Background: an optimization exercise with open tools, aiming at small area, a short achievable clock period and few clock cycles per item. Do not read the settings as production practice. At most, simulation tests tie the RTL to the original design; equivalence was not proved.

==> run a: inputs <==
Design softmax_4, start of the top module:
module softmax_4 (
    input wire clk,
    input wire reset,
    input wire start,
    input wire [15:0] in0, in1, in2, in3,     
    output reg [7:0] out0, out1, out2, out3, 
    output reg done
);
==> module softmax_4, before the edit <==
module softmax_4 (
    input wire clk,
    input wire reset,
    input wire start,
    input wire [15:0] in0, in1, in2, in3,     
    output reg [7:0] out0, out1, out2, out3, 
    output reg done
);
    parameter IDLE = 2'd0, EXP = 2'd1, DIVIDE = 2'd2, DONE = 2'd3;
    reg [1:0] state;
    reg [15:0] exp0, exp1, exp2, exp3;
    wire [17:0] sum_exp;
    reg [7:0] result0, result1, result2, result3;
    always @(posedge clk or posedge reset) begin
        if (reset)
            state <= IDLE;
        else begin
            case (state)
                IDLE:    state <= (start) ? EXP : IDLE;
                EXP:     state <= DIVIDE;
                DIVIDE:  state <= DONE;
                DONE:    state <= IDLE;
                default: state <= IDLE;
            endcase
        end
    end
    wire [31:0] x_sq0, x_sq1, x_sq2, x_sq3;
    assign x_sq0 = in0 * in0;
    assign x_sq1 = in1 * in1;
    assign x_sq2 = in2 * in2;
    assign x_sq3 = in3 * in3;
    assign sum_exp = exp0 + exp1 + exp2 + exp3;
    always @(posedge clk) begin
        if (reset) begin
            exp0 <= 0; exp1 <= 0; exp2 <= 0; exp3 <= 0;
            done <= 0;
        end else begin
            case (state)
                EXP: begin
                    exp0 <= 16'd256 + in0 + (x_sq0 >> 9);
                    exp1 <= 16'd256 + in1 + (x_sq1 >> 9);
                    exp2 <= 16'd256 + in2 + (x_sq2 >> 9);
                    exp3 <= 16'd256 + in3 + (x_sq3 >> 9);
                end
                DIVIDE: begin
                    if (sum_exp != 0) begin
                        result0 <= ({8'd0, exp0} * 24'd255) / sum_exp;
                        result1 <= ({8'd0, exp1} * 24'd255) / sum_exp;
                        result2 <= ({8'd0, exp2} * 24'd255) / sum_exp;
                        result3 <= ({8'd0, exp3} * 24'd255) / sum_exp;
                    end else begin
                        result0 <= 0;
                        result1 <= 0;
                        result2 <= 0;
                        result3 <= 0;
                    end
                end
                DONE: begin
                    out0 <= result0;
                    out1 <= result1;
                    out2 <= result2;
                    out3 <= result3;
                    done <= 1;
                end
                default: begin
                    done <= 0;
                end
            endcase
        end
    end
endmodule
Settings: LEC_CHECK=0, CAP_MARGIN=20, CORE_MARGIN=2, CORE_UTILIZATION=40, SLEW_MARGIN=20; clock period 60.0 ns.
run.sh (not shown) runs the stock make flow with config.mk's settings and CLKGATE_MAP_FILE= SYNTH_SCRIPT=/design/flow/synth_recipe.tcl, a recipe that flattens the netlist after the stock synthesis.
==> inputs of run b, as changes to run a <==
==> flow/design.v (replaced) <==
module softmax_4 (
    input wire clk,
    input wire reset,
    input wire start,
    input wire [15:0] in0, in1, in2, in3,
    output reg [7:0] out0, out1, out2, out3,
    output reg done
);
    function [15:0] fexp(input [15:0] x);
        reg [31:0] sq;
        begin
            sq = x * x;
            fexp = 16'd256 + x + sq[24:9];
        end
    endfunction
    function [7:0] fdiv(input [15:0] e, input [17:0] s);
        reg [23:0] n;
        reg [18:0] r;
        reg [18:0] d;
        integer b;
        begin
            n = {e, 8'd0} - {8'd0, e};
            r = {2'd0, n[23:7]};
            for (b = 7; b >= 0; b = b - 1) begin
                d = r - {1'b0, s};
                fdiv[b] = ~d[18] && (s != 0);
                if (!d[18]) r = d;
                if (b > 0) r = {r[17:0], n[b-1]};
            end
        end
    endfunction
    wire [15:0] e0 = fexp(in0);
    wire [15:0] e1 = fexp(in1);
    wire [15:0] e2 = fexp(in2);
    wire [15:0] e3 = fexp(in3);
    wire [17:0] s = e0 + e1 + e2 + e3;
    always @(posedge clk) begin
        out0 <= fdiv(e0, s);
        out1 <= fdiv(e1, s);
        out2 <= fdiv(e2, s);
        out3 <= fdiv(e3, s);
    end
    always @(posedge clk or posedge reset) begin
        if (reset)
            done <= 1'b0;
        else
            done <= start;
    end
endmodule
==> summary.txt <==
Of run a and run b, run a has the higher area after synthesis (gap 64%, measured against run b). In run b the sequential cell count is lower than in run a, by 98. In run b the count of clock-buffer cells in the layout is lower than in run a, by 12. Against run b, the routed wire length of run a is larger by 78%. Against run a, the worst hold slack of run b is higher by 11 ns. In run b the die area is smaller than in run a, by 39%. Via count: run b is lower than run a (41%). Between run a and run b, the lower design area is in run b (gap 70%, measured against run b). Sequential share of layout area: run b is lower than run a (2.0 points).
Testbench counts of run a, summed over its fixed seeds: cycles 96,000, items 24,000.
Only the layout flow was run in run b; the RTL was not checked for function there.

* * *

==> build 21: inputs <==
softmax_4, a different RTL version from the one above (not shown whole).
Settings: LEC_CHECK=0, ABC_AREA=1, CAP_MARGIN=20, CORE_MARGIN=2, CORE_UTILIZATION=55, SLEW_MARGIN=20; clock period 60.0 ns.
standard.sh (not shown) runs the stock make flow with config.mk's settings and CLKGATE_MAP_FILE= SYNTH_SCRIPT=/design/flow/synth_recipe.tcl, a recipe that flattens the netlist after the stock synthesis.
==> flow/flow/run.sh <==
#!/bin/bash
# Standard ORFS layout (the standard.sh) in two parts. Up to clock-tree synthesis,
# repair_timing is asked to over-fix setup by a margin; after it (global route onwards)
# it only fixes violations. Clock period and I/O constraints are unchanged.
set -euo pipefail
cd "$(dirname "${BASH_SOURCE[0]}")/.."
SETUP_SLACK_MARGIN=30 bash standard.sh cts > standard_cts.log 2>&1
SETUP_SLACK_MARGIN=0 bash standard.sh > standard_finish.log 2>&1
==> trial 50: changes against build 21 <==
==> flow/run.sh (new file) <==
#!/bin/bash
# synth_recipe.tcl (not shown) runs the flow's synth.tcl, then flattens the netlist and writes it again
# the make line also repeats each setting of config.mk as NAME=value (left out here)
make -C /OpenROAD-flow-scripts/flow DESIGN_CONFIG=/design/flow/config.mk WORK_HOME=/design/flow/orfs CLKGATE_MAP_FILE= SYNTH_SCRIPT=/design/flow/synth_recipe.tcl finish
removed: flow/flow/run.sh
removed: flow/standard.sh
==> flow_summary_export.csv <==
group,metric,value,unit
finish,n_antenna_cell,2,
drt,detail_route.wirelength,170,mm
finish,layout.cells.non_filler,8925,
global_route,grt_use_met3,0.0478,
status,outcome,"complete, no violations",
drt,via_count,50405,
setup_path,critical-path-slowest-cell,"clkdlybuf4s50_1",
finish,layout_common_cells,"nand2_1 (2028), inv_1 (1626), fa_1 (577)",
timing,finalWorstSetupSlack,17.77,ns
finish,seq_share,0.0127,
That was trial 50.
==> flow_summary_export.csv <==
group,metric,value,unit
finish,n_antenna_cell,3,
finish,layout.cells.non_filler,9375,
timing,finalWorstSetupSlack,25.01,ns
status,outcome,"complete, no violations",
global_route,grt_use_met3,0.0720,
That was build 21.
Testbench counts of build 21, summed over its fixed seeds: cycles 24,000, items 24,000.
Testbench counts of trial 50, summed over its fixed seeds: cycles 24,000, items 24,000.

* * *

==> branch lagoon <==
softmax_4, a different RTL version from the one above (not shown whole).
Settings: LEC_CHECK=0, ABC_AREA=1, CAP_MARGIN=20, CORE_MARGIN=2, CORE_UTILIZATION=70, SLEW_MARGIN=20; clock period 60.0 ns.
run.sh (not shown) runs the stock make flow with config.mk's settings and CLKGATE_MAP_FILE= SYNTH_SCRIPT=/design/flow/synth_recipe.tcl, a recipe that flattens the netlist after the stock synthesis.
Stock flow here: none of the scripts above is used.
==> branch onyx: changes against branch lagoon <==
==> flow/flow/run.sh (new file) <==
#!/bin/bash
# Standard ORFS layout (the standard.sh) in two parts. Up to clock-tree synthesis,
# repair_timing is asked to over-fix setup by a margin; after it (global route onwards)
# it only fixes violations. Clock period and I/O constraints are unchanged.
set -euo pipefail
cd "$(dirname "${BASH_SOURCE[0]}")/.."
SETUP_SLACK_MARGIN=30 bash standard.sh cts > standard_cts.log 2>&1
SETUP_SLACK_MARGIN=0 bash standard.sh > standard_finish.log 2>&1
==> flow/standard.sh (new file) <==
#!/bin/bash
# synth_recipe.tcl (not shown) runs the flow's synth.tcl, then flattens the netlist and writes it again
# the make line also repeats each setting of config.mk as NAME=value (left out here)
make -C /OpenROAD-flow-scripts/flow DESIGN_CONFIG=/design/flow/config.mk WORK_HOME=/design/flow/orfs CLKGATE_MAP_FILE= SYNTH_SCRIPT=/design/flow/synth_recipe.tcl "${@:-finish}"
- ABC_AREA: 1 -> 0
removed: flow/run.sh
==> summary.txt <==
Branch onyx aborted during global routing (5_1_grt). Branch lagoon completed without violations.
Against branch lagoon, the area after synthesis of branch onyx is smaller by about 5.4%.
Against branch onyx, the synthesized cell count of branch lagoon is higher by 25%.
Testbench counts of branch lagoon, summed over its fixed seeds: cycles 24,000, items 24,000.
Testbench counts of branch onyx, summed over its fixed seeds: cycles 24,000, items 24,000.

* * *

==> build 71 <==
softmax_4 with an RTL version that a note above also has.
clock: 60.0 ns
lec_check: 0
abc_area: 1
cap_margin: 20
core_margin: 2
core_utilization: 70
slew_margin: 20
standard.sh (not shown) runs the stock make flow with config.mk's settings and CLKGATE_MAP_FILE= SYNTH_SCRIPT=/design/flow/synth_recipe.tcl, a recipe that flattens the netlist after the stock synthesis.
==> flow/flow/run.sh <==
#!/bin/bash
# Standard ORFS layout (the standard.sh) in two parts. Up to clock-tree synthesis,
# repair_timing is asked to over-fix setup by a margin; after it (global route onwards)
# it only fixes violations. Clock period and I/O constraints are unchanged.
set -euo pipefail
cd "$(dirname "${BASH_SOURCE[0]}")/.."
SETUP_SLACK_MARGIN=30 bash standard.sh cts > standard_cts.log 2>&1
SETUP_SLACK_MARGIN=0 bash standard.sh > standard_finish.log 2>&1
==> inputs of build 45, as changes to build 71 <==
==> flow/run.sh (new file) <==
#!/bin/bash
# synth_recipe.tcl (not shown) runs the flow's synth.tcl, then flattens the netlist and writes it again
# the make line also repeats each setting of config.mk as NAME=value (left out here)
make -C /OpenROAD-flow-scripts/flow DESIGN_CONFIG=/design/flow/config.mk WORK_HOME=/design/flow/orfs CLKGATE_MAP_FILE= SYNTH_SCRIPT=/design/flow/synth_recipe.tcl finish
removed: flow/flow/run.sh
removed: flow/standard.sh
==> comparison table <==
Outcome: build 71 timing/DRC/antenna clean; build 45 timing/DRC/antenna clean
Plain + repair buffers: build 71 356; build 45 167
Maximum number of pins on one net before global-route repair: build 71 49; build 45 98
Met3 routed WL: build 71 24.71 mm; build 45 19.79 mm
Via count of the first global-routing pass: build 71 54.45k; build 45 50.40k
Met2 usage: build 71 76.30%; build 45 69.94%
Worst slew margin relative to its limit: build 71 14.81%; build 45 17.04%
# nets final: build 71 9045; build 45 8834
Worst Path Arrival: build 71 35.80 ns; build 45 42.24 ns
Drt total wl: build 71 183.8 mm; build 45 166.3 mm
Met2 routed WL: build 71 79.23 mm; build 45 72.98 mm
Met3 Track Usage GR: build 71 13.49%; build 45 8.505%
Non-clock buffering overhead: build 71 5.611%; build 45 2.881%
Crit Path Max Fanout: build 71 34; build 45 97
Ant diodes: build 71 12; build 45 5
Minimum setup slack in the final design: build 71 24.43 ns; build 45 17.96 ns
Post-route cell area: build 71 56620 sq um; build 45 52120 sq um
Final core area utilization: build 71 79.20%; build 45 72.91%
Violation count after the first detailed-routing iteration: build 71 7543; build 45 6113
Testbench counts of build 71, summed over its fixed seeds: cycles 24,000, items 24,000.
Testbench counts of build 45, summed over its fixed seeds: cycles 24,000, items 24,000.

[port drivers added, routing unchanged]
The results above use ideal ports. As a check the final layouts listed here were re-extracted and re-timed, cells and wires unchanged.
Step 1 sets driving cells, clkbuf_16 on the clock port and buf_2 on the other inputs (assumed; they add their load-dependent delay and slew).
Step 2 moves the port delays by t, midway between the first and last clock arrival at a register: inputs arrive t later, outputs are due t later. That takes back most of the time a late clock gives input paths.
Three values: ideal ports, drivers, drivers and shift; two values: the first two.
run | t, ns | setup WS [ns] | clock arrival spread, ns | worst slew at a driven data input, ns
run a | 0.615 | 3.194 / 3.194 / 3.194 | 0.015 / 0.015 | 0.04
run b | 0.376 | 8.002 / 7.982 / 7.606 | 0.025 / 0.025 | 0.09
build 21 | 0.372 | 25.013 / 24.976 / 24.604 | 0.006 / 0.007 | 0.13
trial 50 | 0.377 | 17.767 / 17.800 / 17.424 | 0.005 / 0.005 | 0.07
branch lagoon | 0.355 | 15.910 / 15.944 / 15.588 | 0.007 / 0.007 | 0.06
build 71 | 0.356 | 24.428 / 24.462 / 24.106 | 0.004 / 0.004 | 0.09
build 45 | 0.359 | 17.964 / 17.995 / 17.636 | 0.005 / 0.006 | 0.09
After both steps setup and hold are still met in every run listed. The setup slack of build 21, which loses most, moves by -0.037 ns with the drivers and by -0.409 ns with both steps.
